What follows belongs to an exercise in optimizing a design on an open flow for small area; a production flow would make more cautious choices. At most, simulation tests tie the RTL to the original design; equivalence was not proved. For runs 4 and 5, only the layout was checked, not whether the RTL still works. Power figures rest on the tool's default switching activity, not on a simulated workload.

[flow/config.mk]
export PLATFORM = sky130hd
export DESIGN_NAME = pcie_cq_engine_64_dword
export DESIGN_NICKNAME = pcie_cq_engine_64_dword
export VERILOG_FILES = /design/flow/design.v
export SDC_FILE = /design/flow/constraint.sdc
export NUM_CORES = 4
export LEC_CHECK = 0
export CAP_MARGIN = 20
export CORE_MARGIN = 2
export CORE_UTILIZATION = 40
export SLEW_MARGIN = 20
[flow/constraint.sdc]
create_clock -name core_clock -period 4.0 [get_ports {CLK}]
set_input_delay 0.8000 -clock core_clock [delete_from_list [all_inputs] [get_ports {CLK}]]
set_output_delay 0.8000 -clock core_clock [all_outputs]
set_load 0.01 [all_outputs]
[flow/design.v]
`timescale 1ns / 1ps
module pcie_cq_engine_64_dword(
  input                               CLK                   ,
  input                               RST_N                 ,
  input      [64-1:0]   M_AXIS_CQ_TDATA       ,
  input                               M_AXIS_CQ_TLAST       ,
  input                               M_AXIS_CQ_TVALID      ,
  input  [88-1:0]   M_AXIS_CQ_TUSER       ,
  input      [64 / 32-1:0]   M_AXIS_CQ_TKEEP       ,
  output                              M_AXIS_CQ_TREADY      ,
  input                       [5:0]   PCIE_CQ_NP_REQ_COUNT  ,
  output                              PCIE_CQ_NO_REQ        ,
  input                               MEM_WR_BUSY           ,
  output     [64-1:0]   MEM_WR_DATA           ,
  output     [32-1:0]   MEM_WR_ADDR           ,
  output     [64 / 8-1:0]   MEM_WR_KEEP           ,
  output                              MEM_WR_VALD           ,
  output                              MEM_WR_ERRO           ,
  output                              MEM_WR_LAST           ,
  output                    [7:0]     st_test             
);
assign st_test = st_current ;
localparam BAR_ID_SELECT = ( 64 == 64 ) ? 48 : 112 ;
reg   [63:0]    rDescHdrQw0       ;
reg   [63:0]    rDescHdrQw1       ;
reg   [64-1:0]    rMemWrData        ;
reg   [32-1:0]    rMemWrAddr        ;
reg   [64 / 8-1:0]    rMemWrKeep        ;
reg                             rMemWrVald        ;
reg                             rMemWrErro        ;
reg                             rMemWrLast        ;
reg                   [10:0]    rWrLenLeft        ;
reg                             rMemWrBusy        ;
reg                             _rMemWrBusy       ;
reg                    [7:0]    st_current  ;
reg                    [7:0]    st_next     ;
wire                            wMAxisCqEn      ;
wire                            wSop            ;
wire                            wRequestType    ;
wire                            wMemWrBusyNeg   ;
assign M_AXIS_CQ_TREADY = 1'b1                                  ;
assign PCIE_CQ_NO_REQ   = 1'b0                                  ;
assign wMAxisCqEn       = M_AXIS_CQ_TVALID && M_AXIS_CQ_TREADY  ;
assign wSop             = wMAxisCqEn && M_AXIS_CQ_TUSER[40]     ;
assign wRequestType     = rDescHdrQw1[14:11]                    ;
assign wMemWrBusyNeg    = (~rMemWrBusy) && _rMemWrBusy          ;
assign MEM_WR_DATA      = rMemWrData                            ;
assign MEM_WR_ADDR      = rMemWrAddr                            ;
assign MEM_WR_KEEP      = rMemWrKeep                            ;
assign MEM_WR_VALD      = rMemWrVald                            ;
assign MEM_WR_ERRO      = rMemWrErro                            ;
assign MEM_WR_LAST      = rMemWrLast                            ;
always @(posedge CLK) begin
  if ( !RST_N )
    st_current <= 8'b00000000  ;
  else
    st_current <= st_next     ;
end
always @(*) begin
  if ( !RST_N )
    st_next = 8'b00000000  ;
  else begin
    st_next = st_current  ;
    case(st_current)
      8'b00000000: begin
        if ( wSop )
          st_next = 8'b00000010 ;
      end  
      8'b00000010: begin
        if ( wMAxisCqEn )
          case ( M_AXIS_CQ_TDATA[14:11] )  
            4'b0001:
              if ( M_AXIS_CQ_TDATA[10:0] != 11'h000 )
                st_next = 8'b00000011 ;
              else
                st_next = 8'b00000000    ;
            default:
              st_next = 8'b00000000  ;    
          endcase  
      end  
      8'b00000011: begin
        if ( wMAxisCqEn && M_AXIS_CQ_TLAST)
            st_next = 8'b00000001   ;
      end  
      8'b00000001: begin
        case ( wRequestType )
          4'b0001:
            if ( wMemWrBusyNeg )
              st_next = 8'b00000000    ;
            else
              st_next = 8'b00000001   ;
          default:
            st_next = st_next ;
        endcase
      end  
    endcase
  end
end
always @(posedge CLK) begin
  if ( !RST_N )
    rDescHdrQw0 <= 64'd0    ;
  else if ( st_current == 8'b00000000 && wSop )
    rDescHdrQw0 <= M_AXIS_CQ_TDATA  ;
  else
    rDescHdrQw0 <= rDescHdrQw0      ;
end
always @(posedge CLK) begin
  if ( !RST_N )
    rDescHdrQw1 <= 64'd0    ;
  else if ( st_current == 8'b00000010 && wMAxisCqEn )
    rDescHdrQw1 <= M_AXIS_CQ_TDATA  ;
  else
    rDescHdrQw1 <= rDescHdrQw1      ;
end
always @(posedge CLK) begin
  if ( !RST_N )
    rWrLenLeft <= 11'd0   ;
  else if ( st_current == 8'b00000010 && M_AXIS_CQ_TDATA[14:11] == 4'b0001 && wMAxisCqEn )
    rWrLenLeft <= M_AXIS_CQ_TDATA[10:0] ;
  else if ( st_current == 8'b00000011 && rWrLenLeft > 2  && wMAxisCqEn )
    rWrLenLeft <= rWrLenLeft - 2  ;
  else if ( st_current == 8'b00000011 && rWrLenLeft <= 2 && wMAxisCqEn )
    rWrLenLeft <= 11'd0           ;
  else
    rWrLenLeft <= rWrLenLeft      ;
end
always @(posedge CLK) begin
  if ( !RST_N )
    rMemWrData <= {64{1'b0}}  ;
  else if ( st_current == 8'b00000011 && wMAxisCqEn )
    rMemWrData <= M_AXIS_CQ_TDATA           ;
  else
    rMemWrData <= rMemWrData                ;
end
always @(posedge CLK) begin
  if ( !RST_N )
    rMemWrAddr <= {32{1'b0}}  ;
  else if ( st_current == 8'b00000011 && wMAxisCqEn )
    rMemWrAddr <= ( rDescHdrQw0[31:2] + rDescHdrQw1[10:0] - rWrLenLeft )  ;
  else
    rMemWrAddr <= rMemWrAddr    ;
end
always @(posedge CLK) begin
  if ( !RST_N )
    rMemWrKeep <= {64 / 8{1'b0}}  ;
  else if ( st_current == 8'b00000011 && wMAxisCqEn )
    rMemWrKeep <= M_AXIS_CQ_TUSER[15:8]     ;
  else
    rMemWrKeep <= {64 / 8{1'b0}}  ;
end
always @(posedge CLK) begin
  if ( !RST_N )
    rMemWrVald <= 1'b0  ;
  else if ( st_current == 8'b00000011 && wMAxisCqEn )
    rMemWrVald <= 1'b1  ;
  else
    rMemWrVald <= 1'b0  ;
end
always @(posedge CLK) begin
  if ( !RST_N )
    rMemWrErro <= 1'b0  ;
  else if ( st_current == 8'b00000011 && wMAxisCqEn && M_AXIS_CQ_TLAST )
    rMemWrErro <= M_AXIS_CQ_TUSER[41] ;
  else
    rMemWrErro <= 1'b0  ;
end
always @(posedge CLK) begin
  if ( !RST_N )
    rMemWrLast <= 1'b0  ;
  else if ( st_current == 8'b00000011 && wMAxisCqEn && M_AXIS_CQ_TLAST )
    rMemWrLast <= 1'b1  ;
  else
    rMemWrLast <= 1'b0  ;
end
always @(posedge CLK) begin
  if ( !RST_N )
    {_rMemWrBusy, rMemWrBusy} <= 2'b00  ;
  else
    {_rMemWrBusy, rMemWrBusy} <= {rMemWrBusy, MEM_WR_BUSY}  ;
end
endmodule
[flow/run.sh]
#!/bin/bash
# synth_recipe.tcl (not shown) runs the flow's synth.tcl, then flattens the netlist and writes it again
# the make line also repeats each setting of config.mk as NAME=value (left out here)
make -C /OpenROAD-flow-scripts/flow DESIGN_CONFIG=/design/flow/config.mk WORK_HOME=/design/flow/orfs CLKGATE_MAP_FILE= SYNTH_SCRIPT=/design/flow/synth_recipe.tcl finish
==> impl_metrics.prom, run 1 <==
# TYPE chip_impl_metric gauge
chip_impl_metric{name="globalplace.congestion",unit=""} 0.831
chip_impl_metric{name="cts_setup_buffers",unit=""} 0
chip_impl_metric{name="drc_errors",unit=""} 0
chip_impl_metric{name="pin_count",unit=""} 282
chip_impl_metric{name="yosys.area_share.simple",unit=""} 0.228
chip_impl_metric{name="hold_viol",unit=""} 0
chip_impl_metric{name="place.detailed.hpwl",unit="microns"} 15900
chip_impl_metric{name="tcrit_tclk_final",unit=""} 0.842
chip_impl_metric{name="synth_xor_area_frac",unit=""} 0.0162
chip_impl_metric{name="maxCapViolations",unit=""} 0
chip_impl_metric{name="critical_path.n_buffers_inverters",unit=""} 0
chip_impl_metric{name="globalRouteOverflowTotal",unit=""} 0
chip_impl_metric{name="grt_max_degree",unit=""} 119
chip_impl_metric{name="finalWorstPathRequiredPeriod",unit="ps"} 3370
chip_impl_metric{name="synth-edff-count",unit=""} 0
chip_impl_info{name="cp_slowest_cell",value="fa_1"} 1
chip_impl_metric{name="grt_use_total",unit=""} 0.208
chip_impl_metric{name="chipWidth",unit="microns"} 147
chip_impl_metric{name="layout-area-overhead-vs-synth",unit="%"} 32.8
chip_impl_metric{name="max_slew_margin",unit=""} 0.306
chip_impl_metric{name="antenna_found_initial",unit=""} 0
chip_impl_metric{name="chipHeight",unit="microns"} 147
chip_impl_metric{name="critical_path_peak_fanout",unit=""} 7
chip_impl_info{name="cts_tree",value="yes"} 1
chip_impl_info{name="cp_launch_point",value="rWrLenLeft[1]"} 1
chip_impl_metric{name="grtUsageMet3",unit=""} 0.0600
chip_impl_metric{name="cts-root-to-sink-buffers",unit=""} 2
chip_impl_metric{name="post_route_skew",unit="ps"} 12.9
chip_impl_metric{name="htree_levels",unit=""} 4
chip_impl_info{name="crit_chain",value="fa_1 > fa_1 > nand2b_1 > a21oi_1 > o31a_2 > o22ai_2 > nor3b_4 > o2111ai_1 > and4_1 > o31a_1"} 1
chip_impl_metric{name="number_of_global_route_vias_before_repair",unit=""} 7094
chip_impl_metric{name="timing.final.max_slew_violations",unit=""} 0
chip_impl_metric{name="io_buffer_count",unit=""} 187
chip_impl_metric{name="max_clock_freq",unit="MHz"} 297
chip_impl_info{name="timing.rr.start",value="rWrLenLeft[1]"} 1
chip_impl_metric{name="measured_slew_at_the_worst_slew_check_pin",unit="ps"} 1030
chip_impl_metric{name="critPathRequiredTime",unit="ps"} 4320
chip_impl_metric{name="synth_compound_gate_area_share",unit=""} 0.200
chip_impl_metric{name="p_switching",unit="W"} 0.00119
chip_impl_metric{name="drtPass1Iterations",unit=""} 5
chip_impl_metric{name="cp_data_arrival_time",unit="ps"} 3690
chip_impl_metric{name="grt_util_met2",unit=""} 0.311
chip_impl_metric{name="register_area",unit="sq mm"} 0.00328
chip_impl_metric{name="worst_setup_hold_path_clk_slew",unit="ps"} 70
chip_impl_metric{name="diodes_inserted",unit=""} 0
chip_impl_metric{name="number_of_nets_in_the_final_layout",unit=""} 1422
chip_impl_metric{name="syn-cell-area",unit="sq mm"} 0.00813
chip_impl_metric{name="p_leak",unit="nW"} 4.05
chip_impl_metric{name="ys_async_sr_fraction",unit=""} 0
chip_impl_metric{name="detailroute.via_count",unit=""} 7430
chip_impl_metric{name="combPwrFrac",unit=""} 0.177
chip_impl_metric{name="detail_route.wl_per_cell",unit="microns"} 14.8
chip_impl_metric{name="switching_share",unit=""} 0.298
chip_impl_metric{name="power.clock.fraction",unit=""} 0.406
chip_impl_metric{name="layout_cell_share_with_drive_strength_beyond_1",unit=""} 0.0481
chip_impl_metric{name="route.antenna.remaining_nets",unit=""} 0
chip_impl_metric{name="initial_utilization",unit=""} 0.405
chip_impl_info{name="worst_setup_path_end_kind",value="flip-flop"} 1
chip_impl_metric{name="mux_share_of_post_synthesis_cell_area",unit=""} 0.00246
chip_impl_metric{name="synth_cell_types",unit=""} 71
chip_impl_info{name="globalRoute.busiestLayer",value="met2"} 1
chip_impl_info{name="ctsRootBufferMaster",value="clkbuf_16"} 1
chip_impl_metric{name="timing.setup.tns",unit="ps"} 0
chip_impl_metric{name="grt_pass1_wl",unit="microns"} 36300
chip_impl_metric{name="viasPerCell",unit=""} 4.97
chip_impl_metric{name="ys_warn_count",unit=""} 1
chip_impl_metric{name="synthesis.instances",unit=""} 1058
chip_impl_info{name="most-common-layout-cells",value="nand2_1 (268), clkdlybuf4s50_1 (187), dfxtp_1 (164), a21oi_1 (160), inv_1 (77)"} 1
chip_impl_info{name="critical_path_class",value="flip-flop to flip-flop"} 1
chip_impl_metric{name="post_cts.resized_instances",unit=""} 0
chip_impl_metric{name="irDropWorstVdd",unit="uV"} 333
chip_impl_metric{name="finish_stage_setup_viols",unit=""} 0
chip_impl_metric{name="cpPeakStageDelay",unit="ps"} 520
chip_impl_metric{name="worst_skew_late_latency",unit="ps"} 440
chip_impl_metric{name="placed_area",unit="sq mm"} 0.0102
chip_impl_info{name="run_status",value="complete, no violations"} 1
chip_impl_metric{name="pwr-share-seq",unit=""} 0.417
chip_impl_metric{name="iteration_0_drc_markers",unit=""} 403
chip_impl_metric{name="power_per_cell_area",unit="mW/mm^2"} 371
chip_impl_metric{name="cts-hold-fix-buffers",unit=""} 0
chip_impl_metric{name="full_die_area",unit="sq mm"} 0.0215
chip_impl_info{name="cp-start-kind",value="flip-flop"} 1
chip_impl_metric{name="seq_area_frac_synth",unit=""} 0.404
chip_impl_metric{name="cts-buffers-inserted",unit=""} 17
chip_impl_metric{name="multiInputGateArea",unit="sq mm"} 0.00432
chip_impl_metric{name="core_area",unit="sq mm"} 0.0201
chip_impl_info{name="setup_repair_after_global_routing_missed_its_margin",value="no"} 1
chip_impl_info{name="final_common_cell",value="nand2_1"} 1
chip_impl_info{name="min_path_type",value="flip-flop to flip-flop"} 1
chip_impl_metric{name="internal_power",unit="W"} 0.00281
chip_impl_metric{name="gr-usage-met1",unit=""} 0.285
chip_impl_info{name="crit_top_cell",value="fa_1"} 1
chip_impl_info{name="synthFlopType",value="dfxtp_1"} 1
chip_impl_metric{name="filler_cell_count",unit=""} 1959
chip_impl_metric{name="count_of_standard_cell_rows",unit=""} 52
chip_impl_info{name="crit_family",value="compound AO/OA/AOI/OAI gates"} 1
chip_impl_info{name="worst_hold_startpoint",value="rMemWrAddr[14]"} 1
chip_impl_info{name="combinational_family_with_the_most_area_after_synthesis",value="simple AND/OR/NAND/NOR gates"} 1
chip_impl_metric{name="clock-sinks",unit=""} 164
chip_impl_metric{name="drt_wl_total",unit="microns"} 22200
chip_impl_metric{name="finalInstanceArea",unit="sq mm"} 0.0108
chip_impl_metric{name="post_synth_fa_ha_maj_area_fraction",unit=""} 0.0778
chip_impl_metric{name="synth_seq_cells",unit=""} 164
chip_impl_metric{name="post_synthesis_area_per_instance",unit="sq um"} 7.69
chip_impl_metric{name="final_util",unit=""} 0.537
-- path summary, 6_finish.rpt --
kind | end | cells after the start | slack (ps)
worst min register to register | rMemWrAddr[14] | 2 | 450
worst max-delay path | rMemWrAddr[30] | 10 | 630
worst min-delay path | rMemWrAddr[14] | 2 | 450
worst max register to register | rMemWrAddr[30] | 10 | 630
-- worst register-to-register path, stage by stage (launching register included) --
cell,delay [ps]
dfxtp_1,460
fa_1,520
fa_1,450
nand2b_1,190
a21oi_1,220
o31a_2,210
o22ai_2,140
nor3b_4,360
o2111ai_1,230
and4_1,230
o31a_1,270
-- power groups by stage --
| stage | combinational (W) | clock [W] | sequential, W |
|---|---|---|---|
| finish | 0.000710 | 0.00162 | 0.00167 |
| global route | 0.000790 | 0.00173 | 0.00167 |
| detailed placement | 0.000705 | 0 | 0.00171 |
| CTS | 0.000709 | 0.00166 | 0.00167 |
| floorplan | 0.000504 | 0 | 0.00170 |
| global placement | 0.000705 | 0 | 0.00170 |
-- routing by layer --
metal,wire (microns),vias to the layer above
met5,0,-
met4,436,0
met3,1470,26
met2,9320,198
met1,10900,3350
li1,-,3856
-- registers in the layout, indices dropped and copies added, names as in the netlist, 2 cells and up --
signal,count
rDescHdrQw1,12
rMemWrKeep,8
rMemWrAddr,32
rDescHdrQw0,30
rWrLenLeft,11
st_current,2
rMemWrData,64
-- cell families (layout without fill, tap and decap cells) --
| logic type | Yosys count | after routing |
|---|---|---|
| flops | 164 | 164 |
| fa+ha+maj | 44 | 44 |
| simple gates | 415 | 415 |
| compound gates | 270 | 270 |
| buf+inv | 146 | 308 |
| other cells | 2 | 8 |
| xor+xnor | 15 | 15 |
| mux | 2 | 2 |
-- per-stage QoR --
| stage | hold slack, ps | power [W] | cells | worst slack, ps |
|---|---|---|---|---|
| 2_1_floorplan | 420 | 0.00220 | 1064 | 1040 |
| 3_3_place_gp | 440 | 0.00241 | 1464 | 685 |
| 3_5_place_dp | 444 | 0.00241 | 1464 | 646 |
| 4_1_cts | 453 | 0.00404 | 1496 | 619 |
| 5_1_grt | 471 | 0.00419 | 1496 | 472 |
| 6_report | 451 | 0.00400 | 1496 | 631 |
-- cell usage after synthesis, types with 3 or more instances --
cell type	instances	area [sq um]
nand2b_1	8	50.1
o21ai_0	15	75.1
a21o_1	11	82.6
ha_1	33	413
nor4_1	7	43.8
fa_1	11	220
xnor2_1	10	87.6
a221oi_1	4	35.0
nand3_1	18	90.1
xor2_1	5	43.8
a211o_1	3	26.3
nand4_1	4	25.0
nor3_1	16	80.1
and2_1	9	56.3
nor2_1	33	124
o211ai_1	4	30.0
and3_1	19	119
a21oi_1	160	801
nor2b_1	8	50.1
a211oi_1	8	60.1
o21a_1	7	52.6
nand2_1	268	1010
buf_4	8	60.1
inv_1	77	289
buf_1	9	33.8
dfxtp_1	164	3280
and4_1	4	35.0
o21ai_1	20	100
clkbuf_1	49	184
a31o_1	3	26.3
or3_1	5	31.3
o221a_1	3	33.8
o31ai_1	4	30.0
-- final cells by class --
type | count | area share
Clock buffer | 17 | 0.0394
Clock inverter | 15 | 0.0152
Inverter | 79 | 0.0277
Multi-Input combinational cell | 754 | 0.400
Sequential cell | 164 | 0.304
Tap cell | 270 | 0.0313
Timing Repair Buffer | 197 | 0.183
==> run 2: changes to the inputs <==
==> flow/design.v (replaced) <==
`timescale 1ns / 1ps
module pcie_cq_engine_64_dword(
  input                               CLK                   ,
  input                               RST_N                 ,
  input      [64-1:0]   M_AXIS_CQ_TDATA       ,
  input                               M_AXIS_CQ_TLAST       ,
  input                               M_AXIS_CQ_TVALID      ,
  input  [88-1:0]   M_AXIS_CQ_TUSER       ,
  input      [64 / 32-1:0]   M_AXIS_CQ_TKEEP       ,
  output                              M_AXIS_CQ_TREADY      ,
  input                       [5:0]   PCIE_CQ_NP_REQ_COUNT  ,
  output                              PCIE_CQ_NO_REQ        ,
  input                               MEM_WR_BUSY           ,
  output     [64-1:0]   MEM_WR_DATA           ,
  output     [32-1:0]   MEM_WR_ADDR           ,
  output     [64 / 8-1:0]   MEM_WR_KEEP           ,
  output                              MEM_WR_VALD           ,
  output                              MEM_WR_ERRO           ,
  output                              MEM_WR_LAST           ,
  output                    [7:0]     st_test
);
reg   [1:0]   st        ;
reg   [63:0]  rData     ;
reg   [7:0]   rKeep     ;
reg           rDisc     ;    
reg           rVald     ;
reg           rBusy0    ;    
reg           rBusy1    ;    
reg   [30:0]  rAddr     ;    
reg   [10:0]  rLeft     ;    
reg           rFirst    ;    
wire beat  = M_AXIS_CQ_TVALID ;
wire sIdle = ~st[1] & ~st[0]  ;
wire sHdr  =  st[1] & ~st[0]  ;
wire sPay  =  st[1] &  st[0]  ;
wire sWait = ~st[1] &  st[0]  ;
wire hdrOk = (M_AXIS_CQ_TDATA[14:11] == 4'b0001) && (M_AXIS_CQ_TDATA[10:0] != 11'd0) ;
wire fall  = rBusy1 & ~rBusy0 ;
always @(posedge CLK) begin
  if ( !RST_N )
    st <= 2'b00 ;
  else if ( sIdle )
    st <= (beat && M_AXIS_CQ_TUSER[40]) ? 2'b10 : 2'b00 ;
  else if ( sHdr )
    st <= beat ? (hdrOk ? 2'b11 : 2'b00) : 2'b10 ;
  else if ( sPay )
    st <= (beat && M_AXIS_CQ_TLAST) ? 2'b01 : 2'b11 ;
  else
    st <= fall ? 2'b00 : 2'b01 ;
end
always @(posedge CLK) begin
  rVald <= RST_N & sPay & beat ;
end
always @(posedge CLK) begin
  rData  <= M_AXIS_CQ_TDATA        ;
  rKeep  <= M_AXIS_CQ_TUSER[15:8]  ;
  rDisc  <= M_AXIS_CQ_TUSER[41]    ;
  rBusy0 <= MEM_WR_BUSY            ;
  rBusy1 <= rBusy0                 ;
end
wire        step  = beat & ~rFirst ;
wire        left2 = |rLeft[10:1] ;
wire [1:0]  inc   = step ? (left2 ? 2'd2 : {1'b0, rLeft[0]}) : 2'd0 ;
always @(posedge CLK) begin
  if ( !st[1] )                       
    rAddr <= {1'b0, M_AXIS_CQ_TDATA[31:2]} ;
  else
    rAddr <= rAddr + inc ;
end
always @(posedge CLK) begin
  if ( !st[0] )                       
    rLeft <= M_AXIS_CQ_TDATA[10:0] ;
  else
    rLeft <= rLeft - inc ;
end
always @(posedge CLK) begin
  rFirst <= ~st[0] | (rFirst & ~beat) ;
end
assign M_AXIS_CQ_TREADY = 1'b1 ;
assign PCIE_CQ_NO_REQ   = 1'b0 ;
assign st_test          = {6'd0, st} ;
assign MEM_WR_DATA      = rData ;
assign MEM_WR_ADDR      = {1'b0, rAddr} ;
assign MEM_WR_KEEP      = rKeep ;
assign MEM_WR_VALD      = rVald ;
assign MEM_WR_LAST      = ~st[1] ;
assign MEM_WR_ERRO      = ~st[1] & rDisc ;
endmodule
==> flow/flow/run.sh (new file) <==
#!/bin/bash
# Standard ORFS layout with smaller port buffers and a lighter clock tree.
set -euo pipefail
export BUFFER_PORTS_ARGS="-buffer_cell sky130_fd_sc_hd__buf_1"
export CTS_ARGS="-sink_clustering_enable -repair_clock_nets -dont_use_dummy_load -buf_list {sky130_fd_sc_hd__clkbuf_4 sky130_fd_sc_hd__clkbuf_8}"
bash standard.sh finish > standard_flow.log 2>&1
==> flow/standard.sh (new file) <==
#!/bin/bash
# synth_recipe.tcl (not shown) runs the flow's synth.tcl, then flattens the netlist and writes it again
# the make line also repeats each setting of config.mk as NAME=value (left out here)
make -C /OpenROAD-flow-scripts/flow DESIGN_CONFIG=/design/flow/config.mk WORK_HOME=/design/flow/orfs CLKGATE_MAP_FILE= SYNTH_SCRIPT=/design/flow/synth_recipe.tcl "${@:-finish}"
removed: flow/run.sh
==> run 2 against run 1 <==
Compared with the run above: non-clock buffer count is 5 lower; critical path depth is 1 higher; sequential share of layout area is 18 points higher; clock power is 54% lower; maximum frequency is 11% lower; final cell count is 53% lower; combinational power is 68% lower; hold slack worse by 95 ps; utilization is 2.0 points lower; die area is 50% lower.
==> impl_metrics.prom, run 2 <==
# TYPE chip_impl_metric gauge
chip_impl_info{name="run_status",value="complete, no violations"} 1
chip_impl_info{name="setup_repair_after_global_routing_missed_its_margin",value="no"} 1
chip_impl_metric{name="hold_viol",unit=""} 0
chip_impl_metric{name="grt_use_total",unit=""} 0.171
chip_impl_metric{name="internal_power",unit="W"} 0.00174
chip_impl_metric{name="synthesis.instances",unit=""} 380
chip_impl_info{name="reg.largest.list",value="rData: 64 flops, rAddr: 31 flops, rLeft: 11 flops"} 1
chip_impl_metric{name="gr-usage-met1",unit=""} 0.214
chip_impl_info{name="crit_top_cell",value="or4_1"} 1
chip_impl_metric{name="iteration_0_drc_markers",unit=""} 115
chip_impl_metric{name="synth_cell_types",unit=""} 38
chip_impl_metric{name="syn-cell-area",unit="sq mm"} 0.00395
chip_impl_metric{name="cts-buffers-inserted",unit=""} 17
chip_impl_metric{name="ys_async_sr_fraction",unit=""} 0
chip_impl_metric{name="drt_wl_total",unit="microns"} 9460
chip_impl_metric{name="synth-edff-count",unit=""} 0
chip_impl_metric{name="chipWidth",unit="microns"} 103
chip_impl_metric{name="htree_levels",unit=""} 4
chip_impl_metric{name="combPwrFrac",unit=""} 0.097
chip_impl_metric{name="grt_max_degree",unit=""} 64
chip_impl_metric{name="pwr-share-seq",unit=""} 0.578
chip_impl_metric{name="clock-sinks",unit=""} 121
chip_impl_metric{name="detailroute.via_count",unit=""} 3381
chip_impl_metric{name="cts-root-to-sink-buffers",unit=""} 2
chip_impl_info{name="critical_path_class",value="flip-flop to flip-flop"} 1
chip_impl_metric{name="route.antenna.remaining_nets",unit=""} 0
chip_impl_metric{name="globalRouteOverflowTotal",unit=""} 0
chip_impl_metric{name="worst_skew_late_latency",unit="ps"} 410
chip_impl_metric{name="power_per_cell_area",unit="mW/mm^2"} 462
chip_impl_info{name="synth.area.top_cells",value="dfxtp_1 (61%), nor2_1 (4.3%), a21oi_1 (2.9%)"} 1
chip_impl_metric{name="number_of_nets_in_the_final_layout",unit=""} 744
chip_impl_metric{name="switching_share",unit=""} 0.247
chip_impl_metric{name="ys_warn_count",unit=""} 1
chip_impl_metric{name="pin_count",unit=""} 282
chip_impl_metric{name="irDropWorstVdd",unit="uV"} 217
chip_impl_metric{name="layout_cell_share_with_drive_strength_beyond_1",unit=""} 0.0490
chip_impl_info{name="cp_slowest_cell",value="or4_1"} 1
chip_impl_info{name="synth_top_cells_by_count",value="dfxtp_1 (121), nor2_1 (45), a21oi_1 (23)"} 1
chip_impl_metric{name="placed_area",unit="sq mm"} 0.00476
chip_impl_metric{name="globalplace.congestion",unit=""} 0.723
chip_impl_metric{name="core_area",unit="sq mm"} 0.00968
chip_impl_metric{name="grtUsageMet3",unit=""} 0.0706
chip_impl_info{name="worst_setup_path_end_kind",value="flip-flop"} 1
chip_impl_metric{name="timing.setup.tns",unit="ps"} 0
chip_impl_metric{name="cts-hold-fix-buffers",unit=""} 0
chip_impl_metric{name="place.detailed.hpwl",unit="microns"} 6990
chip_impl_metric{name="p_leak",unit="nW"} 1.86
chip_impl_metric{name="number_of_global_route_vias_before_repair",unit=""} 2931
chip_impl_metric{name="cpPeakStageDelay",unit="ps"} 570
chip_impl_metric{name="drc_errors",unit=""} 0
chip_impl_metric{name="layout-area-overhead-vs-synth",unit="%"} 26.7
chip_impl_info{name="synth_most_common_cell",value="dfxtp_1"} 1
chip_impl_metric{name="worst_setup_hold_path_clk_slew",unit="ps"} 60
chip_impl_metric{name="post_synthesis_area_per_instance",unit="sq um"} 10.4
chip_impl_metric{name="max_clock_freq",unit="MHz"} 266
chip_impl_metric{name="viasPerCell",unit=""} 4.80
chip_impl_metric{name="grt_pass1_wl",unit="microns"} 13900
chip_impl_info{name="globalRoute.busiestLayer",value="met2"} 1
chip_impl_metric{name="diodes_inserted",unit=""} 0
chip_impl_metric{name="p_switching",unit="W"} 0.000571
chip_impl_info{name="crit_chain",value="or4_1 > nor4_4 > and4_1 > ha_1 > inv_1 > fa_1 > nand3b_2 > or4_1 > buf_4 > or4_1 > a31oi_1"} 1
chip_impl_info{name="min_path_type",value="flip-flop to flip-flop"} 1
chip_impl_metric{name="post_route_skew",unit="ps"} 19.6
chip_impl_metric{name="largest_register_ff_count",unit=""} 64
chip_impl_info{name="cp-start-kind",value="flip-flop"} 1
chip_impl_metric{name="timing.final.max_slew_violations",unit=""} 0
chip_impl_metric{name="measured_slew_at_the_worst_slew_check_pin",unit="ps"} 879
chip_impl_metric{name="critPathRequiredTime",unit="ps"} 4330
chip_impl_metric{name="post-synth-top-area-fraction",unit=""} 0.613
chip_impl_info{name="synthFlopType",value="dfxtp_1"} 1
chip_impl_metric{name="full_die_area",unit="sq mm"} 0.0107
chip_impl_info{name="ctsRootBufferMaster",value="clkbuf_8"} 1
chip_impl_metric{name="filler_cell_count",unit=""} 953
chip_impl_info{name="final_common_cell",value="buf_1"} 1
chip_impl_metric{name="maxCapViolations",unit=""} 0
chip_impl_metric{name="finalInstanceArea",unit="sq mm"} 0.00501
chip_impl_metric{name="multiInputGateArea",unit="sq mm"} 0.00140
chip_impl_metric{name="chipHeight",unit="microns"} 103
chip_impl_metric{name="antenna_found_initial",unit=""} 0
chip_impl_metric{name="count_of_standard_cell_rows",unit=""} 36
chip_impl_info{name="top_register",value="rData"} 1
chip_impl_metric{name="io_buffer_count",unit=""} 186
chip_impl_metric{name="finish_stage_setup_viols",unit=""} 0
chip_impl_info{name="cts_tree",value="yes"} 1
chip_impl_metric{name="cp_data_arrival_time",unit="ps"} 4090
chip_impl_metric{name="register_area",unit="sq mm"} 0.00242
chip_impl_metric{name="grt_util_met2",unit=""} 0.265
chip_impl_metric{name="max_slew_margin",unit=""} 0.413
chip_impl_metric{name="finalWorstPathRequiredPeriod",unit="ps"} 3760
chip_impl_info{name="synth_top_area_cell",value="dfxtp_1"} 1
chip_impl_metric{name="detail_route.wl_per_cell",unit="microns"} 13.4
chip_impl_metric{name="initial_utilization",unit=""} 0.408
chip_impl_metric{name="critical_path_peak_fanout",unit=""} 14
chip_impl_metric{name="synth_seq_cells",unit=""} 121
chip_impl_metric{name="drtPass1Iterations",unit=""} 5
chip_impl_info{name="most-common-layout-cells",value="buf_1 (186), dfxtp_1 (120), nor2_1 (45), a21oi_1 (23), a31oi_1 (18)"} 1
chip_impl_metric{name="tcrit_tclk_final",unit=""} 0.941
chip_impl_metric{name="seq_area_frac_synth",unit=""} 0.613
chip_impl_metric{name="power.clock.fraction",unit=""} 0.325
## run 2: cell families (layout without fill, tap and decap cells)
| logic type | after synthesis | in the layout | synth area share |
|---|---|---|---|
| AO/OA/AOI/OAI | 65 | 65 | 0.0965 |
| buffers and inverters | 36 | 220 | 0.0437 |
| flip-flops | 121 | 121 | 0.613 |
| multiplexers | 2 | 2 | 0.00570 |
| AND/OR/NAND/NOR | 130 | 130 | 0.177 |
| XOR/XNOR | 18 | 18 | 0.0399 |
| other | 2 | 9 | 0.00190 |
| adder cells (fa/ha/maj) | 6 | 6 | 0.0228 |
## run 2: area by class of cell
cell class                      count  share of cell area
Timing Repair Buffer              192               0.148
Tap cell                          133              0.0332
Clock buffer                       17              0.0467
Inverter                           11             0.00824
Sequential cell                   121               0.484
Multi-Input combinational cell    230               0.280
## run 2: critical path: cells and delay by family, from the launching register on
kind | cells | cell delay, ps
AO/OA/AOI/OAI | 1 | 170
adder cells (fa/ha/maj) | 2 | 590
buffers and inverters | 2 | 250
flip-flops | 1 | 340
AND/OR/NAND/NOR | 6 | 2320
## run 2: worst paths after layout
kind	startpoint	to	slack, ps	cells past startpoint
setup / recovery	rLeft[7]	rAddr[18]	240	11
hold / removal	rBusy0	rBusy1	360	0
setup reg to reg	rLeft[7]	rAddr[18]	240	11
hold reg to reg	rBusy0	rBusy1	360	0
## run 2: per-stage QoR
stage | utilization | worst slack, ps | std cells | hold WS [ps] | power, W
2_1_floorplan | - | 319 | 387 | 332 | 0.00148
3_3_place_gp | 0.491 | 79.1 | 687 | 340 | 0.00158
3_5_place_dp | 0.491 | 10.1 | 687 | 348 | 0.00159
4_1_cts | 0.516 | 100 | 704 | 358 | 0.00235
5_1_grt | 0.517 | 29.3 | 704 | 362 | 0.00244
6_report | 0.517 | 236 | 704 | 357 | 0.00231
## run 2: what timing repair did
item,in CTS,in global routing
endpoints found under the setup margin,2,7
resized for setup,1,1
pin swaps,0,1
gates cloned,0,0
setup buffers,0,0
endpoints found under the hold margin,0,0
## run 2: per-layer routing
metal  routed length [microns]  part of all wire  vias up
met1                      4200              0.44     1533
met3                       845             0.089        9
met4                        99             0.010        0
met5                         0                 0        -
li1                          -                 -     1694
met2                      4320              0.46      145
## run 2: power by group through the flow
stage / clock (W) / combinational [W] / sequential [W]
finish: 0.000751 / 0.000225 / 0.00134
global route: 0.000837 / 0.000255 / 0.00135
CTS: 0.000781 / 0.000228 / 0.00134
detailed placement: 0 / 0.000227 / 0.00136
global placement: 0 / 0.000223 / 0.00136
floorplan: 0 / 0.0000908 / 0.00139
==> run 3: changes to the inputs <==
==> flow/run.sh (new file) <==
#!/bin/bash
# synth_recipe.tcl (not shown) runs the flow's synth.tcl, then flattens the netlist and writes it again
# the make line also repeats each setting of config.mk as NAME=value (left out here)
make -C /OpenROAD-flow-scripts/flow DESIGN_CONFIG=/design/flow/config.mk WORK_HOME=/design/flow/orfs CLKGATE_MAP_FILE= SYNTH_SCRIPT=/design/flow/synth_recipe.tcl finish
removed: flow/flow/run.sh
removed: flow/standard.sh
==> run 3 against run 2 <==
Compared with the run above: via count rose by 3.2%; setup slack got worse by 30 ps; cell area grew 31%; final cell count rose by 2.4%; utilization rose by 16 points; critical path type unchanged.
==> impl_metrics.prom, run 3 <==
# TYPE chip_impl_metric gauge
chip_impl_info{name="run_status",value="complete, no violations"} 1
chip_impl_info{name="synth_top_area_cell",value="dfxtp_1"} 1
chip_impl_metric{name="timing.setup.tns",unit="ps"} 0
chip_impl_metric{name="worst_skew_late_latency",unit="ps"} 510
chip_impl_metric{name="seq_area_frac_synth",unit=""} 0.613
chip_impl_info{name="critical_path_class",value="flip-flop to flip-flop"} 1
chip_impl_metric{name="final_util",unit=""} 0.678
chip_impl_info{name="synth.area.top_cells",value="dfxtp_1 (61%), nor2_1 (4.3%), a21oi_1 (2.9%)"} 1
chip_impl_metric{name="measured_slew_at_the_worst_slew_check_pin",unit="ps"} 585
chip_impl_metric{name="drtPass1Iterations",unit=""} 4
chip_impl_metric{name="layout_cell_share_with_drive_strength_beyond_1",unit=""} 0.0748
chip_impl_metric{name="post-synth-top-area-fraction",unit=""} 0.613
chip_impl_metric{name="detail_route.wl_per_cell",unit="microns"} 15.0
chip_impl_metric{name="cp_data_arrival_time",unit="ps"} 4240
chip_impl_metric{name="synth_seq_cells",unit=""} 121
chip_impl_info{name="reg.largest.list",value="rData: 64 flops, rAddr: 31 flops, rLeft: 11 flops"} 1
chip_impl_metric{name="p_switching",unit="W"} 0.000737
chip_impl_metric{name="chipWidth",unit="microns"} 103
chip_impl_metric{name="diodes_inserted",unit=""} 0
chip_impl_metric{name="largest_register_ff_count",unit=""} 64
chip_impl_metric{name="initial_utilization",unit=""} 0.408
chip_impl_metric{name="tcrit_tclk_final",unit=""} 0.948
chip_impl_metric{name="synth_cell_types",unit=""} 38
chip_impl_metric{name="ys_async_sr_fraction",unit=""} 0
chip_impl_metric{name="power_per_cell_area",unit="mW/mm^2"} 495
chip_impl_metric{name="drt_wl_total",unit="microns"} 10800
chip_impl_metric{name="place.detailed.hpwl",unit="microns"} 7790
chip_impl_info{name="crit_family",value="simple AND/OR/NAND/NOR gates"} 1
chip_impl_metric{name="finalInstanceArea",unit="sq mm"} 0.00657
chip_impl_metric{name="detailroute.via_count",unit=""} 3489
chip_impl_info{name="synthFlopType",value="dfxtp_1"} 1
chip_impl_metric{name="layout-area-overhead-vs-synth",unit="%"} 66.1
chip_impl_metric{name="critPathRequiredTime",unit="ps"} 4440
chip_impl_metric{name="cts_setup_buffers",unit=""} 0
chip_impl_info{name="min_path_type",value="flip-flop to flip-flop"} 1
chip_impl_metric{name="pin_count",unit=""} 282
chip_impl_metric{name="multiInputGateArea",unit="sq mm"} 0.00140
chip_impl_metric{name="critical_path.n_buffers_inverters",unit=""} 2
chip_impl_metric{name="pwr-share-seq",unit=""} 0.411
chip_impl_metric{name="viasPerCell",unit=""} 4.84
chip_impl_metric{name="hold_viol",unit=""} 0
chip_impl_metric{name="post_synthesis_area_per_instance",unit="sq um"} 10.4
chip_impl_metric{name="placed_area",unit="sq mm"} 0.00594
chip_impl_metric{name="route.antenna.remaining_nets",unit=""} 0
chip_impl_info{name="synth_most_common_cell",value="dfxtp_1"} 1
chip_impl_metric{name="grt_pass1_wl",unit="microns"} 16300
chip_impl_metric{name="internal_power",unit="W"} 0.00252
chip_impl_info{name="synth_top_cells_by_count",value="dfxtp_1 (121), nor2_1 (45), a21oi_1 (23)"} 1
chip_impl_metric{name="globalRouteOverflowTotal",unit=""} 0
chip_impl_metric{name="combPwrFrac",unit=""} 0.111
chip_impl_metric{name="max_clock_freq",unit="MHz"} 264
chip_impl_metric{name="cpPeakStageDelay",unit="ps"} 610
chip_impl_metric{name="power.clock.fraction",unit=""} 0.477
chip_impl_metric{name="timing.final.max_slew_violations",unit=""} 0
chip_impl_metric{name="maxCapViolations",unit=""} 0
chip_impl_metric{name="core_area",unit="sq mm"} 0.00968
chip_impl_metric{name="register_area",unit="sq mm"} 0.00242
chip_impl_info{name="top_register",value="rData"} 1
chip_impl_metric{name="full_die_area",unit="sq mm"} 0.0107
chip_impl_metric{name="irDropWorstVdd",unit="uV"} 454
chip_impl_metric{name="clock-sinks",unit=""} 121
chip_impl_metric{name="switching_share",unit=""} 0.226
chip_impl_metric{name="p_leak",unit="nW"} 2.54
chip_impl_info{name="cp_slowest_cell",value="or4_1"} 1
chip_impl_info{name="cp-start-kind",value="flip-flop"} 1
chip_impl_metric{name="antenna_found_initial",unit=""} 0
chip_impl_metric{name="grt_max_degree",unit=""} 58
chip_impl_info{name="cts_tree",value="yes"} 1
chip_impl_metric{name="finalWorstPathRequiredPeriod",unit="ps"} 3790
chip_impl_metric{name="cts-buffers-inserted",unit=""} 17
chip_impl_metric{name="chipHeight",unit="microns"} 103
chip_impl_metric{name="max_slew_margin",unit=""} 0.610
chip_impl_metric{name="synth-edff-count",unit=""} 0
chip_impl_metric{name="post_route_skew",unit="ps"} 9.17
chip_impl_info{name="crit_chain",value="or4_1 > nor4_4 > and4_1 > ha_1 > inv_1 > fa_1 > nand3b_2 > or4_1 > buf_4 > or4_1 > a31oi_1"} 1
chip_impl_metric{name="number_of_global_route_vias_before_repair",unit=""} 3198
chip_impl_metric{name="grt_use_total",unit=""} 0.204
chip_impl_metric{name="ys_warn_count",unit=""} 1
chip_impl_info{name="ctsRootBufferMaster",value="clkbuf_8"} 1
chip_impl_metric{name="finish_stage_setup_viols",unit=""} 0
chip_impl_info{name="setup_repair_after_global_routing_missed_its_margin",value="no"} 1
chip_impl_info{name="crit_top_cell",value="or4_1"} 1
chip_impl_metric{name="iteration_0_drc_markers",unit=""} 104
chip_impl_metric{name="critical_path_peak_fanout",unit=""} 18
chip_impl_metric{name="globalplace.congestion",unit=""} 0.763
chip_impl_metric{name="cts-root-to-sink-buffers",unit=""} 2
chip_impl_metric{name="htree_levels",unit=""} 4
chip_impl_metric{name="count_of_standard_cell_rows",unit=""} 36
chip_impl_info{name="most-common-layout-cells",value="clkdlybuf4s50_1 (186), dfxtp_1 (120), nor2_1 (45), a21oi_1 (23), a31oi_1 (18)"} 1
chip_impl_metric{name="syn-cell-area",unit="sq mm"} 0.00395
chip_impl_metric{name="drc_errors",unit=""} 0
chip_impl_metric{name="timing.hold.ws",unit="ps"} 355
chip_impl_metric{name="io_buffer_count",unit=""} 186
chip_impl_metric{name="number_of_nets_in_the_final_layout",unit=""} 746
chip_impl_info{name="worst_setup_path_end_kind",value="flip-flop"} 1
chip_impl_info{name="final_common_cell",value="clkdlybuf4s50_1"} 1
chip_impl_metric{name="worst_setup_hold_path_clk_slew",unit="ps"} 60
chip_impl_metric{name="synthesis.instances",unit=""} 380
chip_impl_metric{name="filler_cell_count",unit=""} 785
==> run 3: cell counts after synthesis <==
Identical to the previous run, type by type.
==> run 3: cell families after synthesis <==
logic type	after synthesis	share of synthesized area
other	2	0.00190
XOR/XNOR	18	0.0399
flip-flops	121	0.613
adder cells (fa/ha/maj)	6	0.0228
AO/OA/AOI/OAI	65	0.0965
buffers and inverters	36	0.0437
multiplexers	2	0.00570
AND/OR/NAND/NOR	130	0.177
==> run 3: cell type report <==
type | count | share of cell area
Timing Repair Buffer | 194 | 0.293
Sequential cell | 121 | 0.369
Multi-Input combinational cell | 230 | 0.213
Inverter | 11 | 0.00629
Clock inverter | 10 | 0.0215
Clock buffer | 22 | 0.0720
Tap cell | 133 | 0.0253
==> run 3: worst register-to-register path, stage by stage, from the launching register on <==
cell,delay (ps)
dfxtp_1,300
or4_1,610
nor4_4,270
and4_1,260
ha_1,180
inv_1,50
fa_1,410
nand3b_2,230
or4_1,520
buf_4,210
or4_1,520
a31oi_1,180
==> run 3: through the flow <==
| stage | power [W] | cells | setup WS [ps] |
|---|---|---|---|
| CTS | 0.00329 | 721 | 59.8 |
| global placement | 0.00172 | 689 | 96.3 |
| floorplan | 0.00148 | 387 | 319 |
| detailed placement | 0.00173 | 689 | 85.4 |
| finish | 0.00325 | 721 | 206 |
| global route | 0.00338 | 721 | 47.3 |
==> run 3: worst paths after layout <==
path | from | to | slack [ps] | cells past startpoint
hold / removal | rBusy0 | rBusy1 | 350 | 0
setup / recovery | rLeft[5] | rAddr[18] | 210 | 11
setup reg to reg | rLeft[5] | rAddr[18] | 210 | 11
hold reg to reg | rBusy0 | rBusy1 | 350 | 0
==> run 3: power by group through the flow <==
| stage | Clock, W | Sequential [W] | Combinational (W) |
|---|---|---|---|
| 4_1_cts | 0.00159 | 0.00134 | 0.000367 |
| 3_3_place_gp | 0 | 0.00136 | 0.000359 |
| 6_report | 0.00155 | 0.00134 | 0.000363 |
| 2_1_floorplan | 0 | 0.00139 | 0.0000908 |
| 3_5_place_dp | 0 | 0.00136 | 0.000364 |
| 5_1_grt | 0.00164 | 0.00135 | 0.000393 |
==> run 3: layer usage <==
metal	vias to the layer above	share of wire	track usage
met2	138	0.47	0.316
met4	0	0.015	0.0911
met1	1618	0.42	0.245
li1	1719	-	-
met3	14	0.098	0.0887
met5	-	0	0
==> run 3: timing repair <==
item,in CTS,in global routing
endpoints found under the setup margin,0,5
hold buffers,0,0
hold endpoints to repair,0,0
gates resized for setup,0,2
==> run 4: changes to the inputs <==
--- a/flow/design.v
+++ b/flow/design.v
@@ -62,3 +62,6 @@
 wire        left2 = |rLeft[10:1] ;
-wire [1:0]  inc   = step ? (left2 ? 2'd2 : {1'b0, rLeft[0]}) : 2'd0 ;
+wire        inc2  = step & left2 ;
+wire        inc1  = step & ~left2 & rLeft[0] ;
+wire        cin1  = inc2 | (inc1 & rAddr[0]) ;
+wire [29:0] upAddr = rAddr[30:1] + cin1 ;
 always @(posedge CLK) begin
@@ -67,3 +70,3 @@
   else
-    rAddr <= rAddr + inc ;
+    rAddr <= {upAddr, rAddr[0] ^ inc1} ;
 end
@@ -73,3 +76,3 @@
   else
-    rLeft <= rLeft - inc ;
+    rLeft <= {rLeft[10:1] - inc2, rLeft[0] & ~(step & ~left2)} ;
 end
==> flow/flow/run.sh (new file) <==
#!/bin/bash
set -euo pipefail
export BUFFER_PORTS_ARGS="-buffer_cell sky130_fd_sc_hd__buf_1"
export CTS_ARGS="-repair_clock_nets -dont_use_dummy_load -buf_list {sky130_fd_sc_hd__clkbuf_16}"
bash standard.sh finish > standard_flow.log 2>&1
==> flow/standard.sh (new file) <==
#!/bin/bash
# synth_recipe.tcl (not shown) runs the flow's synth.tcl, then flattens the netlist and writes it again
# the make line also repeats each setting of config.mk as NAME=value (left out here)
make -C /OpenROAD-flow-scripts/flow DESIGN_CONFIG=/design/flow/config.mk WORK_HOME=/design/flow/orfs CLKGATE_MAP_FILE= SYNTH_SCRIPT=/design/flow/synth_recipe.tcl "${@:-finish}"
removed: flow/run.sh
==> run 4 against run 3 <==
Compared with the run above: still clean on timing, DRC and antenna; combinational power is 42% lower; setup slack gained 140 ps; clock-buffer cell count is 5 lower; clock power is 25% lower; clock skew rose by 2.1 ps; critical path depth is the same; synthesized area is 1.5% lower; final cell count down 4.7%; die area fell by 1.4%; critical path type unchanged; critical endpoint is now rAddr[28]; largest cell class unchanged; largest power group is now sequential cells; highest routed layer unchanged.
==> impl_metrics.prom, run 4 <==
# TYPE chip_impl_metric gauge
chip_impl_metric{name="register_area",unit="sq mm"} 0.00242
chip_impl_metric{name="core_area",unit="sq mm"} 0.00959
chip_impl_info{name="critical_path_class",value="flip-flop to flip-flop"} 1
chip_impl_metric{name="drc_errors",unit=""} 0
chip_impl_metric{name="count_of_standard_cell_rows",unit=""} 36
chip_impl_metric{name="finish_stage_setup_viols",unit=""} 0
chip_impl_metric{name="chipHeight",unit="microns"} 103
chip_impl_info{name="cp_slowest_cell",value="or4_1"} 1
chip_impl_metric{name="critical_path_peak_fanout",unit=""} 11
chip_impl_metric{name="cts-root-to-sink-buffers",unit=""} 2
chip_impl_metric{name="finalInstanceArea",unit="sq mm"} 0.00510
chip_impl_metric{name="measured_slew_at_the_worst_slew_check_pin",unit="ps"} 743
chip_impl_info{name="synthFlopType",value="dfxtp_1"} 1
chip_impl_metric{name="p_leak",unit="nW"} 1.94
chip_impl_metric{name="post_route_skew",unit="ps"} 11.2
chip_impl_metric{name="globalRouteOverflowTotal",unit=""} 0
chip_impl_info{name="synth_top_cells_by_count",value="dfxtp_1 (121), nor2_1 (41), a21oi_1 (19), nand2_1 (19), a31oi_1 (18)"} 1
chip_impl_metric{name="place.detailed.hpwl",unit="microns"} 6700
chip_impl_metric{name="post_cts.resized_instances",unit=""} 0
chip_impl_metric{name="cts_setup_buffers",unit=""} 0
chip_impl_metric{name="synth_cell_types",unit=""} 40
chip_impl_info{name="top_register",value="rData"} 1
chip_impl_metric{name="grt_max_degree",unit=""} 65
chip_impl_info{name="setup_repair_after_global_routing_missed_its_margin",value="no"} 1
chip_impl_metric{name="pwr-share-seq",unit=""} 0.492
chip_impl_metric{name="combPwrFrac",unit=""} 0.078
chip_impl_metric{name="number_of_nets_in_the_final_layout",unit=""} 727
chip_impl_metric{name="io_buffer_count",unit=""} 186
chip_impl_metric{name="filler_cell_count",unit=""} 917
chip_impl_metric{name="worst_setup_hold_path_clk_slew",unit="ps"} 50
chip_impl_metric{name="antenna_found_initial",unit=""} 0
chip_impl_metric{name="hold_viol",unit=""} 0
chip_impl_info{name="worst_setup_path_end_kind",value="flip-flop"} 1
chip_impl_metric{name="syn-cell-area",unit="sq mm"} 0.00389
chip_impl_metric{name="ys_warn_count",unit=""} 1
chip_impl_info{name="final_common_cell",value="buf_1"} 1
chip_impl_info{name="cp-start-kind",value="flip-flop"} 1
chip_impl_metric{name="diodes_inserted",unit=""} 0
chip_impl_metric{name="placed_area",unit="sq mm"} 0.00468
chip_impl_info{name="crit_chain",value="or4_4 > or4_4 > nor2_1 > and2_1 > ha_1 > or2_1 > ha_1 > and4_1 > nand4_1 > or4_1 > a31oi_1"} 1
chip_impl_metric{name="grt_use_total",unit=""} 0.173
chip_impl_metric{name="power.clock.fraction",unit=""} 0.430
chip_impl_info{name="synth_top_area_cell",value="dfxtp_1"} 1
chip_impl_info{name="min_path_type",value="flip-flop to flip-flop"} 1
chip_impl_metric{name="cts-buffers-inserted",unit=""} 17
chip_impl_metric{name="max_slew_margin",unit=""} 0.504
chip_impl_metric{name="post-synth-top-area-fraction",unit=""} 0.622
chip_impl_metric{name="layout-area-overhead-vs-synth",unit="%"} 31.0
chip_impl_info{name="ctsRootBufferMaster",value="clkbuf_16"} 1
chip_impl_metric{name="iteration_0_drc_markers",unit=""} 117
chip_impl_metric{name="drt_wl_total",unit="microns"} 9230
chip_impl_metric{name="layout_cell_share_with_drive_strength_beyond_1",unit=""} 0.0542
chip_impl_metric{name="post_synthesis_area_per_instance",unit="sq um"} 10.7
chip_impl_metric{name="synth-edff-count",unit=""} 0
chip_impl_metric{name="chipWidth",unit="microns"} 103
chip_impl_metric{name="max_clock_freq",unit="MHz"} 273
chip_impl_metric{name="pin_count",unit=""} 282
chip_impl_metric{name="maxCapViolations",unit=""} 0
chip_impl_metric{name="critPathRequiredTime",unit="ps"} 4330
chip_impl_metric{name="full_die_area",unit="sq mm"} 0.0105
chip_impl_metric{name="cpPeakStageDelay",unit="ps"} 630
chip_impl_metric{name="seq_area_frac_synth",unit=""} 0.622
chip_impl_metric{name="p_switching",unit="W"} 0.000619
chip_impl_metric{name="synthesis.instances",unit=""} 365
chip_impl_metric{name="worst_skew_late_latency",unit="ps"} 400
chip_impl_info{name="reg.largest.list",value="rData: 64 flops, rAddr: 31 flops, rLeft: 11 flops"} 1
chip_impl_metric{name="critical_path.n_buffers_inverters",unit=""} 0
chip_impl_metric{name="detail_route.wl_per_cell",unit="microns"} 13.4
chip_impl_metric{name="tcrit_tclk_final",unit=""} 0.915
chip_impl_metric{name="switching_share",unit=""} 0.228
chip_impl_metric{name="globalplace.congestion",unit=""} 0.742
chip_impl_info{name="run_status",value="complete, no violations"} 1
chip_impl_metric{name="grt_pass1_wl",unit="microns"} 13600
chip_impl_metric{name="number_of_global_route_vias_before_repair",unit=""} 2791
chip_impl_metric{name="timing.setup.tns",unit="ps"} 0
chip_impl_metric{name="synth_seq_cells",unit=""} 121
chip_impl_info{name="most-common-layout-cells",value="buf_1 (186), dfxtp_1 (120), nor2_1 (41), nand2_1 (19), a21oi_1 (19)"} 1
chip_impl_metric{name="largest_register_ff_count",unit=""} 64
chip_impl_info{name="cts_tree",value="yes"} 1
chip_impl_metric{name="detailroute.via_count",unit=""} 3259
chip_impl_metric{name="route.antenna.remaining_nets",unit=""} 0
chip_impl_metric{name="drtPass1Iterations",unit=""} 4
chip_impl_metric{name="irDropWorstVdd",unit="uV"} 290
chip_impl_info{name="synth_most_common_cell",value="dfxtp_1"} 1
chip_impl_metric{name="cts-hold-fix-buffers",unit=""} 0
chip_impl_metric{name="dp_cells",unit=""} 670
chip_impl_metric{name="layoutNonFillerInstCount",unit=""} 687
chip_impl_metric{name="timing.final.max_slew_violations",unit=""} 0
chip_impl_metric{name="multiInputGateArea",unit="sq mm"} 0.00134
chip_impl_metric{name="initial_utilization",unit=""} 0.406
chip_impl_metric{name="internal_power",unit="W"} 0.00210
chip_impl_metric{name="viasPerCell",unit=""} 4.74
chip_impl_metric{name="cp_data_arrival_time",unit="ps"} 3990
chip_impl_info{name="synth.area.top_cells",value="dfxtp_1 (62%), nor2_1 (4.0%), a31oi_1 (2.9%)"} 1
chip_impl_metric{name="finalWorstPathRequiredPeriod",unit="ps"} 3660
chip_impl_metric{name="ys_async_sr_fraction",unit=""} 0
chip_impl_metric{name="clock-sinks",unit=""} 121
chip_impl_metric{name="htree_levels",unit=""} 4
chip_impl_info{name="crit_family",value="simple AND/OR/NAND/NOR gates"} 1
chip_impl_metric{name="power_per_cell_area",unit="mW/mm^2"} 532
[run 4: cell types whose count changed after synthesis, sizes merged, moves of 3 or more]
cell / change
a21oi: -4
and3: +4
nand2: +4
nor2: -4
o21ai: -4
or3: -4
xnor2: -4
inv: -3
nor4: -3
o31ai: +3
xor2: +3
[run 4: power groups by stage]
stage               Combinational (W)  Sequential (W)  Clock, W
CTS                          0.000216         0.00134   0.00119
global route                 0.000239         0.00135   0.00125
finish                       0.000212         0.00134   0.00117
detailed placement           0.000214         0.00136         0
floorplan                   0.0000839         0.00139         0
global placement             0.000210         0.00136         0
[run 4: final timing paths]
| path | from | to | slack (ps) | depth (start not counted) |
|---|---|---|---|---|
| max | rLeft[5] | rAddr[28] | 340 | 11 |
| max reg2reg | rLeft[5] | rAddr[28] | 340 | 11 |
| min | rBusy0 | rBusy1 | 350 | 0 |
| min reg2reg | rBusy0 | rBusy1 | 350 | 0 |
[run 4: cells by family (layout without fill, tap and decap cells)]
family / count (synthesis) / in the layout / synth area share
muxes: 4 / 4 / 0.0112
and+or+nand+nor: 124 / 124 / 0.174
adders and majority gates: 6 / 6 / 0.0193
xor gates and xnor gates: 17 / 17 / 0.0382
buffers and inverters: 31 / 213 / 0.0402
DFF: 121 / 121 / 0.622
AOI/OAI and AO/OA: 60 / 60 / 0.0935
other: 2 / 9 / 0.00193
[run 4: cell type report]
cell class                 count  area share
sequential                   121       0.475
multi-input combinational    220       0.263
timing repair buffer         188       0.140
clock buffer                  17      0.0834
tap                          133      0.0326
inverter                       8     0.00589
[run 4: metal layers]
layer,vias up,part of all wire,GRT usage
li1,1647,-,-
met1,1463,0.42,0.198
met2,136,0.47,0.270
met3,13,0.094,0.0712
met4,0,0.018,0.105
met5,-,0,0
[run 4: stage by stage]
step / total power, W / hold WS (ps) / util / worst slack [ps]
floorplan: 0.00147 / 332 / - / 710
global placement: 0.00157 / 336 / 0.487 / 361
detailed placement: 0.00157 / 339 / 0.487 / 324
CTS: 0.00275 / 349 / 0.532 / 315
global route: 0.00283 / 360 / 0.532 / 90.9
finish: 0.00272 / 348 / 0.532 / 342
[run 4: worst reg2reg max path: stages, from the launching register on]
cell and delay, ps:
dfxtp_1 350, or4_4 540, or4_4 500, nor2_1 140
and2_1 140, ha_1 120, or2_1 130, ha_1 170
and4_1 310, nand4_1 410, or4_1 630, a31oi_1 160
==> run 5: changes to the inputs <==
==> flow/flow/run.sh (replaced) <==
#!/bin/bash
set -euo pipefail
export BUFFER_PORTS_ARGS="-buffer_cell sky130_fd_sc_hd__buf_1"
export CTS_ARGS="-sink_clustering_enable -repair_clock_nets -dont_use_dummy_load -sink_clustering_size 40 -sink_clustering_max_diameter 300 -buf_list {sky130_fd_sc_hd__clkbuf_8 sky130_fd_sc_hd__clkbuf_16}"
bash standard.sh finish > standard_flow.log 2>&1
==> run 5 against run 4 <==
Compared with the run above: critical path depth unchanged; sequential power about the same; wire length decreased by 0.29%; combinational power about the same; clock power about the same; critical path type unchanged; critical endpoint unchanged; highest routed layer unchanged.
==> impl_metrics.prom, run 5 <==
# TYPE chip_impl_metric gauge
chip_impl_metric{name="worst_skew_late_latency",unit="ps"} 510
chip_impl_metric{name="drc_errors",unit=""} 0
chip_impl_metric{name="antenna_found_initial",unit=""} 0
chip_impl_metric{name="post-synth-top-area-fraction",unit=""} 0.622
chip_impl_metric{name="r2r_setup_slack",unit="ps"} 340
chip_impl_metric{name="cpPeakStageDelay",unit="ps"} 630
chip_impl_info{name="cp-start-kind",value="flip-flop"} 1
chip_impl_metric{name="maxCapViolations",unit=""} 0
chip_impl_info{name="run_status",value="complete, no violations"} 1
chip_impl_metric{name="timing.final.ws_setup",unit="ps"} 341
chip_impl_metric{name="drtPass1Iterations",unit=""} 4
chip_impl_metric{name="cts_setup_buffers",unit=""} 0
chip_impl_metric{name="totalPowerFinal",unit="W"} 0.00268
chip_impl_metric{name="place.detailed.hpwl",unit="microns"} 6700
chip_impl_metric{name="viasPerCell",unit=""} 4.73
chip_impl_metric{name="seq_area_frac_synth",unit=""} 0.622
chip_impl_info{name="cp_slowest_cell",value="or4_1"} 1
chip_impl_info{name="crit_family",value="simple AND/OR/NAND/NOR gates"} 1
chip_impl_info{name="critical_path_class",value="flip-flop to flip-flop"} 1
chip_impl_metric{name="tcrit_tclk_final",unit=""} 0.915
chip_impl_metric{name="drt_wl_total",unit="microns"} 9200
chip_impl_info{name="most-common-layout-cells",value="buf_1 (186), dfxtp_1 (120), nor2_1 (41), nand2_1 (19), a21oi_1 (19)"} 1
chip_impl_metric{name="diodes_inserted",unit=""} 0
chip_impl_metric{name="grt_max_degree",unit=""} 65
chip_impl_info{name="hold-path-endpoint",value="rBusy1"} 1
chip_impl_info{name="final_common_cell",value="buf_1"} 1
chip_impl_info{name="min_path_type",value="flip-flop to flip-flop"} 1
chip_impl_metric{name="chipWidth",unit="microns"} 103
chip_impl_metric{name="preCtsSetupSlack",unit="ps"} 324
chip_impl_metric{name="synth-edff-count",unit=""} 0
chip_impl_metric{name="critical_path_peak_fanout",unit=""} 11
chip_impl_metric{name="finalWorstPathRequiredPeriod",unit="ps"} 3660
chip_impl_info{name="ctsRootBufferMaster",value="clkbuf_8"} 1
chip_impl_info{name="synth_top_cells_by_count",value="dfxtp_1 (121), nor2_1 (41), a21oi_1 (19), nand2_1 (19), a31oi_1 (18)"} 1
chip_impl_metric{name="ys_async_sr_fraction",unit=""} 0
chip_impl_metric{name="hold_viol",unit=""} 0
chip_impl_info{name="worst_setup_path_end_kind",value="flip-flop"} 1
chip_impl_metric{name="chipHeight",unit="microns"} 103
chip_impl_info{name="cts_tree",value="yes"} 1
chip_impl_metric{name="max_clock_freq",unit="MHz"} 273
chip_impl_metric{name="full_die_area",unit="sq mm"} 0.0105
chip_impl_metric{name="route.antenna.remaining_nets",unit=""} 0
chip_impl_metric{name="critPathRequiredTime",unit="ps"} 4430
chip_impl_metric{name="ys_warn_count",unit=""} 1
chip_impl_metric{name="syn-cell-area",unit="sq mm"} 0.00389
chip_impl_metric{name="worst_setup_hold_path_clk_slew",unit="ps"} 50
chip_impl_metric{name="io_buffer_count",unit=""} 186
chip_impl_metric{name="layout-area-overhead-vs-synth",unit="%"} 30.7
chip_impl_info{name="synthFlopType",value="dfxtp_1"} 1
run 5: cell counts after synthesis:
Identical to the previous run, type by type.
run 5: worst register-to-register path: stages (launching register included):
cell     delay [ps]
dfxtp_1         350
or4_4           540
or4_4           500
nor2_1          140
and2_1          140
ha_1            120
or2_1           130
ha_1            170
and4_1          310
nand4_1         410
or4_1           630
a31oi_1         160
run 5: cell families after synthesis:
logic type | share of synthesized area
AOI/OAI and AO/OA | 0.0935
xor gates and xnor gates | 0.0382
adders and majority gates | 0.0193
buffers and inverters | 0.0402
DFF | 0.622
muxes | 0.0112
other | 0.00193
and+or+nand+nor | 0.174
run 5: report_power, final:
group / switching, W / leakage [nW] / internal, W / total, W
clock network: 0.000436 / 0.204 / 0.000700 / 0.00114
registers: 0.0000504 / 1.02 / 0.00129 / 0.00134
logic: 0.000131 / 0.707 / 0.0000811 / 0.000212
run 5: metal layers:
metal,vias up,global-route usage,wire [microns]
met2,121,0.270,4380
met5,-,0,0
met4,0,0.0892,117
met3,8,0.0773,827
met1,1477,0.198,3880
li1,1646,-,-
run 5: final cells by class:
type	count	area, sq um
inverters	8	30.0
clock buffers	17	414
flip-flops and latches	121	2420
repair buffers	188	713
fillers	919	4500
multi-input cells	220	1340
well taps	133	166
run 5: worst max path at each step:
| stage | startpoint | slack (ps) | end | cells after the start |
|---|---|---|---|---|
| 3_5_place_dp | rLeft[5] | 320 | rAddr[26] | 11 |
| 4_1_cts | rLeft[5] | 310 | rAddr[28] | 11 |
| 6_report | rLeft[5] | 340 | rAddr[28] | 11 |
| 5_1_grt | rLeft[6] | 90 | rAddr[26] | 11 |
| 2_1_floorplan | rLeft[6] | 710 | rAddr[29] | 13 |
| 3_3_place_gp | rLeft[6] | 360 | rAddr[28] | 11 |
run 5: metrics by stage:
step                      hold WS (ps)  cells   util  instance area [sq um]
after global routing               354    687  0.531                   5090
final                              349    687  0.531                   5090
after CTS                          346    687  0.531                   5090
after global placement             336    670  0.487                   4680
after floorplan                    332    372      -                   3920
after detailed placement           339    670  0.487                   4680

static timing again, ports no longer ideal:
The results above use ideal ports. As a check the final layouts listed here were re-extracted and re-timed, cells and wires unchanged. Step 1, drivers: a clkbuf_16 drives CLK and a buf_2 each remaining input, both assumed. Step 2 moves the port delays by t, midway between the first and last clock arrival at a register: inputs arrive t later, outputs are due t later. That takes back most of the time a late clock gives input paths. a / b / c = ideal / step 1 / step 2; a / b = the first two.
run | shift t [ns] | setup WS [ns] | latest minus earliest clock arrival (ns) | worst data-port slew with drivers (ns) | pins driven straight from the clock port
run 1 | 0.480 | 0.631 / 0.631 / 0.631 | 0.015 / 0.015 | 0.07 | 1
run 2 | 0.437 | 0.236 / 0.236 / 0.236 | 0.024 / 0.024 | 0.05 | 1
run 3 | 0.540 | 0.206 / 0.206 / 0.069 | 0.009 / 0.010 | 0.06 | 1
run 4 | 0.437 | 0.342 / 0.342 / 0.342 | 0.014 / 0.014 | 0.04 | 1
run 5 | 0.536 | 0.341 / 0.341 / 0.341 | 0.013 / 0.013 | 0.04 | 1
After both steps setup and hold are still met in every run listed. The setup slack of run 3, which loses most, moves by 0.000 ns with the drivers and by -0.137 ns with both steps.
